Source: an optimization exercise on an open RTL-to-GDS flow (aim: small area, a short achievable clock period and few clock cycles per item). Production flows keep margins and buffers that such runs may drop.
Only simulation tests tie the RTL to the original design; equivalence was not proved.
Power is estimated from default activity; no workload was simulated.

==> flow/design.v, too long to show whole: its modules and the start of the top module <==
// module vcomb: 1247 lines
// module viterbi_decoder: 13 lines
module viterbi_decoder(clk, rst, en, data, data_out, done_flag);
  // ...
==> flow/run.sh <==
#!/bin/bash
# synth_recipe.tcl (not shown) runs the flow's synth.tcl, then flattens the netlist and writes it again
# the make line also repeats each setting of config.mk as NAME=value (left out here)
make -C /OpenROAD-flow-scripts/flow DESIGN_CONFIG=/design/flow/config.mk WORK_HOME=/design/flow/orfs CLKGATE_MAP_FILE= SYNTH_SCRIPT=/design/flow/synth_recipe.tcl finish
==> flow/config.mk <==
export PLATFORM = sky130hd
export DESIGN_NAME = viterbi_decoder
export DESIGN_NICKNAME = viterbi_decoder
export VERILOG_FILES = /design/flow/design.v
export SDC_FILE = /design/flow/constraint.sdc
export NUM_CORES = 4
export LEC_CHECK = 0
export ABC_AREA = 1
export CAP_MARGIN = 20
export CORE_MARGIN = 2
export CORE_UTILIZATION = 40
export SETUP_SLACK_MARGIN = 2
export SLEW_MARGIN = 20
==> flow/constraint.sdc <==
create_clock -name core_clock -period 5.0 [get_ports {clk}]
set_input_delay 1.0000 -clock core_clock [delete_from_list [all_inputs] [get_ports {clk}]]
set_output_delay 1.0000 -clock core_clock [all_outputs]
set_load 0.01 [all_outputs]
==> notes.md, run 1 <==
Layout non-clock buf frac 10.3%; vias in the first global route approximately 6300; Post-Synthesis Cells 1073; Std-Cell Rows 41; FFs w/ async S/R, synth 11.1%; Final Setup Violations 0; total die area 13800 µm²; Synth Area in Simple Gates between 60% and 70%; synthesized area 5150 µm²; Switch Pwr 619 µW; Comb pwr share roughly four fifths; Area Overhead vs Synth 44.4%; DR top layer met4; Layout Cells excl Fill around 1300; largest family of logic cells by synthesized area simple AND/OR/NAND/NOR gates; routability cong. 1.00; layout cells sized above 1 40.6%; Pleak 0.00407 µW; Port Buffer Count 27; grt met1 use between 30% and 40%; maximum clock frequency about 250 MHz; Worst Path Required about 5100 ps; status finished clean; CP bufs+invs 4; placed cell areas 5650 µm²; switching portion of total power between 50 and 60%; Post-CTS Setup Repair Bufs 21; combinational power just under 1000 µW; Post-Syn Nets 1114; Worst Setup SP data[14]; dpl hpwl 15.4 mm
Testbench counts, summed over its fixed seeds: cycles 1,280, blocks 1,280.
==> run 2, diff against run 1 <==
--- a/flow/config.mk
+++ b/flow/config.mk
@@ -11,3 +11,3 @@
 export CORE_UTILIZATION = 40
-export SETUP_SLACK_MARGIN = 2
+export SETUP_SLACK_MARGIN = 1
 export SLEW_MARGIN = 20
==> run 2 against run 1 <==
  * Still clean on timing, DRC and antenna
  * Flip-flop and latch count did not move
  * Combinational power is 6% higher
  * Sequential share of layout area shrank 0.21 points
  * Critical path type unchanged
  * Largest cell class unchanged
==> notes.md, run 2 <==
status finished clean (unchanged); Final period util 79.2% (was 80.8%); Worst EP arrival 4080 ps (was 4170 ps); clock transition at the registers of the reported paths 40 ps (about the same); Die Y 117 µm (unchanged); Critical Path Sink Type register (unchanged); clock power share 10.8% (was 11.5%); Setup WS pre-CTS 97.3 ps (was 136 ps); commonest cells after routing, fill and taps aside nand2_1 (247), nand2_2 (172), inv_1 (80) (was nand2_1 (315), nand2_2 (137), inv_1 (91)); Top reg by flops data_out (unchanged); max incr delay on CP 300 ps (was 290 ps); Internal Pwr Total 615 µW (was 591 µW); family with the most delay on the worst path simple AND/OR/NAND/NOR gates (unchanged); CTS Root Cell clkbuf_16 (unchanged); Starting Density 41.0% (unchanged); DRT Wirelength 21.8 mm (was 20.8 mm); CTS tree done (unchanged); total die area 13800 µm² (unchanged); Comb pwr share 80.6% (was 79.6%); Worst VDD drop 0.107 mV (was 0.0947 mV); Tightest Pin Transition 688 ps (was 702 ps); dpl hpwl 15.0 mm (was 15.4 mm); largest registers data_out (8), done_flag (1) (unchanged); maximum clock frequency 253 MHz (was 248 MHz); Area Overhead vs Synth 57.9% (was 44.4%); register bit total from synthesis 9 (unchanged); Syn. warnings 1 (unchanged); Overflow after GRT 0 (unchanged); Pleak 0.00439 µW (was 0.00407 µW); share of the yosys chip area belonging to registers 3.60% (unchanged); diodes inserted 0 (unchanged); area taken by multi-input logic gates 6230 µm² (was 5660 µm²); post-route antenna net violation count 0 (unchanged); top cells by area, synth nand2_1 (34%), nor2_1 (9.0%), nand3_1 (7.5%) (unchanged); Port Buffer Count 27 (unchanged); Synth cell types 47 (unchanged); initial antenna violation count 0 (unchanged); Via Count 7537 (was 7265); Largest register FFs 8 (unchanged); final count of hold timing violations 0 (unchanged); Mean Syn Cell Area 4.80 µm² (unchanged); wire length per cell 16.5 µm (was 15.9 µm); fin worst setup slack 1040 ps (was 960 ps); CTS sink cnt 9 (unchanged); FFs w/ async S/R, synth 11.1% (unchanged); gr usage total 26.2% (was 27.2%); nets 1192 (was 1175); RSZ-0062 raised after global routing true (unchanged); Slowest cell on crit path ha_4 (unchanged); crit path kind in2reg (unchanged); most common cell in the netlist nand2_1 (unchanged); Crit path top cell by count nand2_2 (was nand2_1); Final Setup Violations 0 (unchanged); Synth area leader nand2_1 (unchanged); Setup TNS 0 ps (unchanged); Worst Path Required 5120 ps (was 5130 ps); Switch Pwr 654 µW (was 619 µW); CTS H-Tree Depth 1 (unchanged); worst hold path class in2async (unchanged); post-synth top area share 33.8% (unchanged); EDFF count, synth 0 (unchanged); Seq pwr share 8.5% (was 8.9%); Std-Cell Rows 41 (unchanged); fillers 1080 (was 1232); fin crit period 3960 ps (was 4040 ps); Startpoint Class input port (unchanged); Crit Path Max Fanout 6 (unchanged); Longest Clk Path Bufs 2 (unchanged); Post-Synthesis Cells 1073 (unchanged); DRC 0 (unchanged); routability cong. 0.989 (was 1.00); placed cell areas 5550 µm² (was 5650 µm²); Max Cap Violations 0 (unchanged); layout cells sized above 1 50.3% (was 40.6%); DRT Pass-1 Iters 8 (was 5); Iteration-0 DRC Markers 987 (was 784); synthesized area 5150 µm² (unchanged); largest net degree at the start of global routing 19 (unchanged); vias in the first global route 6087 (was 6311); Die Width 117 µm (unchanged); CTS buffer count 3 (unchanged); hold_buf cts 0 (unchanged); top_reg_cell synth dfxtp_1 (unchanged); top post-synthesis cells by count nand2_1 (464), nor2_1 (124), inv_1 (100), nand3_1 (77), nand2_2 (30) (unchanged); pins over their slew limit 0 (unchanged); boundary pin count 28 (unchanged); Core Area 12600 µm² (unchanged); switching portion of total power 51.5% (was 51.2%); first-pass GRT wire length 30.5 mm (was 31.6 mm); drt via density 5.70 (was 5.57); Post-Syn Nets 1114 (unchanged); CP bufs+invs 3 (was 4); most common cell after layout, fill and taps aside nand2_1 (unchanged); slew margin rel. 54.1% (was 53.2%); Register Area 185 µm² (unchanged); fin area 8130 µm² (was 7430 µm²); PwrDens 156 nW/µm² (was 163 nW/µm²)
-- run 2: final timing paths --
check	from	end	slack, ps	cells after the start
max in group asynchronous	rst	done_flag	4010	2
setup / recovery	data[14]	data_out[5]	1040	29
min in group core_clock	en	done_flag	1210	1
hold / removal	rst	done_flag	900	2
-- run 2: routing by layer --
| metal | routed length [µm] | GRT usage (%) | vias up |
|---|---|---|---|
| li1 | - | - | 3522 |
| met1 | 8970 | 38.3 | 3416 |
| met2 | 9800 | 40.2 | 495 |
| met3 | 2270 | 4.13 | 104 |
| met4 | 802 | 5.95 | 0 |
| met5 | 0 | 0 | - |
-- run 2: what timing repair did --
item | 4_1_cts | 5_1_grt
setup endpoints to repair | 8 | 7
cloned | 0 | 0
pin swaps | 62 | 148
setup buffers | 23 | 43
resized for setup | 162 | 430
-- run 2: final cells by class --
class,instances,share of cell area [%]
clock buffers,4,0.970
inverters,133,6.46
multi-input cells,900,76.6
flip-flops and latches,9,2.28
well taps,172,2.65
repair buffers,104,11.1
-- run 2: kinds of logic (layout without fill, tap and decap cells) --
family | after synthesis | in the layout | synth area share, %
and+or+nand+nor | 784 | 784 | 66.2
buffers and inverters | 164 | 241 | 13.1
AOI/OAI and AO/OA | 84 | 84 | 9.65
adders and majority gates | 22 | 22 | 5.35
muxes | 9 | 9 | 1.97
DFF | 9 | 9 | 3.60
xor gates and xnor gates | 1 | 1 | 0.170
-- run 2: power by group through the flow --
stage	clock network [µW]	registers (µW)	logic, µW
after floorplan	0	125	489
after global placement	0	109	715
after detailed placement	0	110	713
after CTS	141	109	783
after global routing	148	112	1100
final	137	108	1020
-- run 2: stage by stage --
stage | hold WS, ps | cells | total power, µW | util (%)
after floorplan | 729 | 1073 | 615 | -
after global placement | 1150 | 1252 | 824 | 44.2
after detailed placement | 1150 | 1252 | 823 | 44.2
after CTS | 901 | 1279 | 1030 | 50.3
after global routing | 930 | 1322 | 1360 | 64.7
final | 903 | 1322 | 1270 | 64.7
==> run 3, diff against run 2 <==
--- a/flow/config.mk
+++ b/flow/config.mk
@@ -11,3 +11,2 @@
 export CORE_UTILIZATION = 40
-export SETUP_SLACK_MARGIN = 1
 export SLEW_MARGIN = 20
==> run 3 against run 2 <==
  * Sequential share of layout area rose by 1.0 points
  * Area after synthesis did not move
  * Still clean on timing, DRC and antenna
  * Count of clock-buffer cells in the layout did not move
  * Maximum frequency fell by 14%
  * Design area fell by 31%
  * Combinational power fell by 29%
  * Worst setup slack got worse by 650 ps
  * Power fell by 23%
  * Highest routed layer unchanged
  * Final cell count fell by 5.0%
  * Non-clock buffer count fell by 66
  * Worst hold slack improved by 0.63 ps
==> notes.md, run 3 <==
status finished clean (unchanged); synthesized area 5150 µm² (unchanged); RSZ-0062 raised after global routing false (was true); Worst VDD drop 0.102 mV (was 0.107 mV); FFs w/ async S/R, synth 11.1% (unchanged); Tightest Pin Transition 789 ps (was 688 ps); top cells by area, synth nand2_1 (34%), nor2_1 (9.0%), nand3_1 (7.5%) (unchanged); DR top layer met4 (unchanged); DRT Wirelength 17.8 mm (was 21.8 mm); gr usage total 24.6% (was 26.2%); Synth area leader nand2_1 (unchanged); CTS tree done (unchanged); Die Y 117 µm (unchanged); Area Overhead vs Synth 9.75% (was 57.9%); Top reg by flops data_out (unchanged); Iteration-0 DRC Markers 814 (was 987); Longest Clk Path Bufs 2 (unchanged); CTS sink cnt 9 (unchanged); initial antenna violation count 0 (unchanged); Max Cap Violations 0 (unchanged); Crit path top cell by count nand2_1 (was nand2_2); diodes inserted 0 (unchanged); most common cell in the netlist nand2_1 (unchanged); commonest cells after routing, fill and taps aside nand2_1 (464), nor2_1 (124), inv_1 (100) (was nand2_1 (247), nand2_2 (172), inv_1 (80)); fin crit period 4610 ps (was 3960 ps); most common cell after layout, fill and taps aside nand2_1 (unchanged); drt via density 5.32 (was 5.70); layout cells sized above 1 11.8% (was 50.3%); Setup TNS 0 ps (unchanged); PwrDens 172 nW/µm² (was 156 nW/µm²); Syn. warnings 1 (unchanged); post-route antenna net violation count 0 (unchanged); Post-Synthesis Cells 1073 (unchanged); clock transition at the registers of the reported paths 40 ps (about the same); Synth cell types 47 (unchanged); fillers 1411 (was 1080); final hold slack 904 ps (was 903 ps); CTS H-Tree Depth 1 (unchanged); Post-CTS Setup Repair Bufs 0 (was 23); Crit Path Max Fanout 10 (was 6); Die Width 117 µm (unchanged); Post-Syn Nets 1114 (unchanged); Register Area 185 µm² (unchanged); CTS Root Cell clkbuf_16 (unchanged); vias in the first global route 5636 (was 6087); top post-synthesis cells by count nand2_1 (464), nor2_1 (124), inv_1 (100), nand3_1 (77), nand2_2 (30) (unchanged); Core Area 12600 µm² (unchanged); post-synthesis compound-gate area fraction 9.65% (unchanged); Worst EP arrival 4730 ps (was 4080 ps); Starting Density 41.0% (unchanged); wire length per cell 14.2 µm (was 16.5 µm); register bit total from synthesis 9 (unchanged); placed cell areas 5550 µm² (unchanged); total die area 13800 µm² (unchanged); share of the yosys chip area belonging to registers 3.60% (unchanged); largest family of logic cells by synthesized area simple AND/OR/NAND/NOR gates (unchanged); Pleak 0.00332 µW (was 0.00439 µW); Via Count 6677 (was 7537); largest net degree at the start of global routing 19 (unchanged); first-pass GRT wire length 28.6 mm (was 30.5 mm); wl on met1 8.40 mm (was 8.97 mm); routability cong. 0.989 (unchanged); EDFF count, synth 0 (unchanged); nets 1126 (was 1192); Slowest cell on crit path clkdlybuf4s50_1 (was ha_4); mux cell area share after synthesis 1.97% (unchanged); met3 WL 1.83 mm (was 2.27 mm); Final Setup Violations 0 (unchanged); crit path kind in2reg (unchanged); Std-Cell Rows 41 (unchanged); post-synthesis adder-cell area fraction 5.35% (unchanged); Largest register FFs 8 (unchanged); Mean Syn Cell Area 4.80 µm² (unchanged); dpl hpwl 15.0 mm (unchanged); Port Buffer Count 27 (unchanged); top_reg_cell synth dfxtp_1 (unchanged); DRC 0 (unchanged); Overflow after GRT 0 (unchanged); Critical Path Sink Type register (unchanged); xor/xnor cell area share of the yosys netlist 0.170% (unchanged); post-synth top area share 33.8% (unchanged); Worst Path Required 5120 ps (about the same); maximum clock frequency 217 MHz (was 253 MHz); Synth Area in Simple Gates 66.2% (unchanged); area taken by multi-input logic gates 4310 µm² (was 6230 µm²); worst hold path class in2async (unchanged); DRT Pass-1 Iters 5 (was 8); CTS buffer count 3 (unchanged); max incr delay on CP 630 ps (was 300 ps); pins over their slew limit 0 (unchanged); slew margin rel. 46.8% (was 54.1%); final count of hold timing violations 0 (unchanged); Final period util 92.2% (was 79.2%); met2 wire len 7.29 mm (was 9.80 mm); Tot Pwr 974 µW (was 1270 µW); boundary pin count 28 (unchanged); largest registers data_out (8), done_flag (1) (unchanged); fin area 5650 µm² (was 8130 µm²); Startpoint Class input port (unchanged)
[run 3: cell count changes in the layout (fill, tap and decap cells not counted), moves of 27 or more]
| cell | previous run | this run |
|---|---|---|
| nand3_1 | 36 | 77 |
| nand2_4 | 78 | 4 |
| nor2_1 | 65 | 124 |
| nand2_1 | 247 | 464 |
| nor2_4 | 41 | 3 |
| nand3_4 | 28 | 1 |
| nand2_2 | 172 | 30 |
| buf_4 | 69 | 11 |
[run 3: final cells by class]
type                       instances  share of cell area [%]
timing repair buffer              38                    6.33
tap                              172                    3.81
multi-input combinational        900                    76.2
sequential                         9                    3.28
inverter                         133                    8.97
clock buffer                       4                    1.40
[run 3: worst max-delay path: cells and delay by family]
kind                   cells  cell delay, ps
AND/OR/NAND/NOR           26            2800
buffers and inverters      3             770
AO/OA/AOI/OAI              1             180
[run 3: repair_timing]
| action | in CTS | in global routing |
|---|---|---|
| hold buffers | 0 | 0 |
| gates resized for setup | 0 | 5 |
| endpoints found under the setup margin | 0 | 4 |
[run 3: logic make-up after synthesis]
kind of cell | after synthesis
and+or+nand+nor | 784
buffers and inverters | 164
AOI/OAI and AO/OA | 84
adders and majority gates | 22
muxes | 9
DFF | 9
xor gates and xnor gates | 1
[run 3: how the worst max path moves through the flow]
| stage | to | depth (start not counted) | from |
|---|---|---|---|
| after global placement | data_out[4] | 31 | data[14] |
| after detailed placement | data_out[5] | 31 | data[14] |
| after global routing | data_out[7] | 30 | data[15] |
| after CTS | data_out[5] | 31 | data[14] |
| after floorplan | data_out[4] | 31 | data[14] |
| final | data_out[5] | 30 | data[10] |
[run 3: metrics by stage]
stage	utilization, %	std cells	setup slack, ps
6_report	44.9	1256	388
5_1_grt	44.9	1256	21.0
4_1_cts	44.8	1256	309
3_5_place_dp	44.2	1252	97.3
3_3_place_gp	44.2	1252	119
2_1_floorplan	-	1073	1300
[run 3: power breakdown]
group	switching [µW]	leakage, µW	internal [µW]
combinational	456	0.00320	273
sequential	6.31	0.0000790	102
clock	30.7	0.0000382	106
[run 3: metal layers]
metal	global-route usage, %	up-vias
li1	-	3393
met1	37.6	2912
met5	0	-
met2	36.5	344
met3	3.36	28
met4	4.52	0
==> run 4, diff against run 3 <==
==> flow/flow/run.sh (new file) <==
#!/bin/bash
# The standard layout (the standard.sh, unchanged synthesis), except that the
# port buffers inserted before global placement are sky130_fd_sc_hd__buf_2
# instead of the resizer's default pick (a clkdlybuf4s50 delay cell).
set -euo pipefail
export BUFFER_PORTS_ARGS="-buffer_cell sky130_fd_sc_hd__buf_2"
bash standard.sh finish > standard.log 2>&1
==> flow/standard.sh (new file) <==
#!/bin/bash
# synth_recipe.tcl (not shown) runs the flow's synth.tcl, then flattens the netlist and writes it again
# the make line also repeats each setting of config.mk as NAME=value (left out here)
make -C /OpenROAD-flow-scripts/flow DESIGN_CONFIG=/design/flow/config.mk WORK_HOME=/design/flow/orfs CLKGATE_MAP_FILE= SYNTH_SCRIPT=/design/flow/synth_recipe.tcl "${@:-finish}"
removed: flow/run.sh
==> run 4 against run 3 <==
  * Combinational power is 6.0% lower
  * Die area unchanged
  * Count of clock-buffer cells in the layout is the same
  * Final cell count shrank 0.80%
  * Sequential share of layout area is 0.14 points higher
  * Largest cell class unchanged
  * Non-clock buffer count decreased by 10
  * Still clean on timing, DRC and antenna
  * Critical path type unchanged
  * Worst hold slack lost 310 ps
  * First-iteration DRC count is 12% higher
==> notes.md, run 4 <==
synthesized area 5150 µm² (unchanged); Syn. warnings 1 (unchanged); Startpoint Class input port (unchanged); Largest register FFs 8 (unchanged); top post-synthesis cells by count nand2_1 (464), nor2_1 (124), inv_1 (100), nand3_1 (77), nand2_2 (30) (unchanged); Std-Cell Rows 41 (unchanged); crit path kind in2reg (unchanged); pins over their slew limit 0 (unchanged); Critical Path Stages 33 (was 30); most common cell in the netlist nand2_1 (unchanged); final count of hold timing violations 0 (unchanged); Max Cap Violations 0 (unchanged); CTS buffer count 3 (unchanged); worst hold path class in2async (unchanged); Iteration-0 DRC Markers 908 (was 814); Worst Setup SP data[14] (was data[10]); wire length per cell 14.0 µm (was 14.2 µm); maximum clock frequency 228 MHz (was 217 MHz); register bit total from synthesis 9 (unchanged); Setup TNS 0 ps (unchanged); Post-Syn Nets 1114 (unchanged); status finished clean (unchanged); post-cts resize count 0 (unchanged); first-pass GRT wire length 28.8 mm (was 28.6 mm); max incr delay on CP 450 ps (was 630 ps); Crit Path Max Fanout 11 (was 10); DRC 0 (unchanged); EDFF count, synth 0 (unchanged); Tightest Pin Transition 817 ps (was 789 ps); CTS Root Cell clkbuf_16 (unchanged); Synth area leader nand2_1 (unchanged); drt via density 5.32 (about the same); PwrDens 171 nW/µm² (was 172 nW/µm²); dpl hpwl 14.6 mm (was 15.0 mm); Area Overhead vs Synth 5.27% (was 9.75%); Top reg by flops data_out (unchanged); commonest cells after routing, fill and taps aside nand2_1 (464), nor2_1 (124), inv_1 (100) (unchanged); fin crit period 4380 ps (was 4610 ps); Final Setup Violations 0 (unchanged); most common cell after layout, fill and taps aside nand2_1 (unchanged); CTS sink cnt 9 (unchanged); nets 1116 (was 1126); Die Y 117 µm (unchanged); share of the yosys chip area belonging to registers 3.60% (unchanged); Die Width 117 µm (unchanged); RSZ-0062 raised after global routing false (unchanged); top_reg_cell synth dfxtp_1 (unchanged); total die area 13800 µm² (unchanged); layout cells sized above 1 13.3% (was 11.8%); Core Area 12600 µm² (unchanged); largest net degree at the start of global routing 19 (unchanged); post-route antenna net violation count 0 (unchanged); Final period util 87.6% (was 92.2%); post-synth top area share 33.8% (unchanged); Tot Pwr 928 µW (was 974 µW); Worst EP arrival 4500 ps (was 4730 ps); DRT Pass-1 Iters 6 (was 5); diodes inserted 0 (unchanged); Post-CTS Setup Repair Bufs 0 (unchanged); Port Buffer Count 27 (unchanged); gr usage total 24.6% (about the same); Overflow after GRT 0 (unchanged); Mean Syn Cell Area 4.80 µm² (unchanged); vias in the first global route 5959 (was 5636); Post-Synthesis Cells 1073 (unchanged); Crit path top cell by count nand2_1 (unchanged); largest registers data_out (8), done_flag (1) (unchanged); Synth cell types 47 (unchanged); Longest Clk Path Bufs 2 (unchanged); Slowest cell on crit path ha_1 (was clkdlybuf4s50_1); final core occ 43.1% (was 44.9%); crit path capture data_out[4] (was data_out[5]); routability cong. 1.09 (was 0.989); family with the most delay on the worst path simple AND/OR/NAND/NOR gates (unchanged); Starting Density 41.0% (unchanged); DRT Wirelength 17.4 mm (was 17.8 mm); boundary pin count 28 (unchanged); CTS H-Tree Depth 1 (unchanged); hold_buf cts 0 (unchanged); CTS tree done (unchanged); Via Count 6627 (was 6677); CP bufs+invs 4 (was 3); FFs w/ async S/R, synth 11.1% (unchanged); initial antenna violation count 0 (unchanged); Pleak 0.00325 µW (was 0.00332 µW); slew margin rel. 45.0% (was 46.8%); Worst Path Required 5120 ps (about the same); top cells by area, synth nand2_1 (34%), nor2_1 (9.0%), nand3_1 (7.5%) (unchanged); Critical Path Sink Type register (unchanged); Worst VDD drop 0.0966 mV (was 0.102 mV); clock transition at the registers of the reported paths 40 ps (about the same)
run 4: changes by cell type in the layout (fill, tap and decap cells not counted):
cell and delta:
buf_4 -10, ha_1 +2, ha_4 -1, clkdlybuf4s50_1 -25, dlymetal6s2s_1 -2, buf_2 +27
ha_2 -1
run 4: stage by stage:
step	cell area (µm²)	setup WS, ps	std cells	hold WS [ps]
final	5420	622	1246	597
after global placement	5340	464	1242	835
after global routing	5420	162	1246	605
after floorplan	5150	1300	1073	729
after CTS	5420	714	1246	596
after detailed placement	5340	483	1242	837
run 4: power by group:
part           leakage [µW]  internal [µW]  switching (µW)
registers         0.0000790            102            4.93
logic               0.00314            231             454
clock network     0.0000382            106            29.8
run 4: cell type report:
class / instances / area [µm²]
timing repair buffer: 28 / 143
fill: 1462 / 7150
inverter: 133 / 507
tap: 172 / 215
sequential: 9 / 185
multi-input combinational: 900 / 4290
clock buffer: 4 / 78.8
run 4: routing by layer:
layer / part of all wire, % / routed length, µm / GRT usage (%) / up-vias
met2: 40 / 6970 / 37.6 / 350
met5: 0 / 0 / 0 / -
met3: 9.2 / 1610 / 2.58 / 46
met1: 48 / 8400 / 36.5 / 2864
li1: - / - / - / 3367
met4: 2.7 / 463 / 6.33 / 0
run 4: kinds of logic (layout without fill, tap and decap cells):
kind of cell    Yosys count  in the layout  synth area share [%]
simple gates            784            784                  66.2
flops                     9              9                  3.60
fa+ha+maj                22             22                  5.35
buf+inv                 164            165                  13.1
xor+xnor                  1              1                 0.170
mux                       9              9                  1.97
compound gates           84             84                  9.65
run 4: worst min-delay path by stage:
stage	start	end	slack (ps)	cells past startpoint
after floorplan	rst	done_flag	730	1
after global placement	rst	done_flag	830	2
after detailed placement	rst	done_flag	840	2
after CTS	rst	done_flag	600	2
after global routing	rst	done_flag	610	2
final	rst	done_flag	600	2

==> re-timing with driven ports <==
Ports are ideal in the flow. The routed layouts listed here were re-timed in OpenROAD.
Step 1: set_driving_cell puts a clkbuf_16 on clk and a buf_2 on each other input, an assumption about the parent block.
Step 2 moves the port delays by t, midway between the first and last clock arrival at a register: inputs arrive t later, outputs are due t later. That takes back most of the time a late clock gives input paths.
Slacks: ideal / step 1 / step 2; pairs: ideal / step 1.
run	shift t [ns]	slack for setup (ns)	latest minus earliest clock arrival (ns)	cell pins on the clock port's net
run 1	0.257	0.960 / 0.922 / 0.665	0.001 / 0.001	1
run 2	0.255	1.040 / 1.015 / 0.760	0.000 / 0.000	1
run 3	0.255	0.388 / 0.382 / 0.127	0.000 / 0.001	1
run 4	0.253	0.622 / 0.626 / 0.373	0.000 / 0.001	1
After both steps every run listed still meets setup and hold. The setup slack of run 1, which loses most, moves by -0.038 ns with the drivers and by -0.295 ns with both steps.
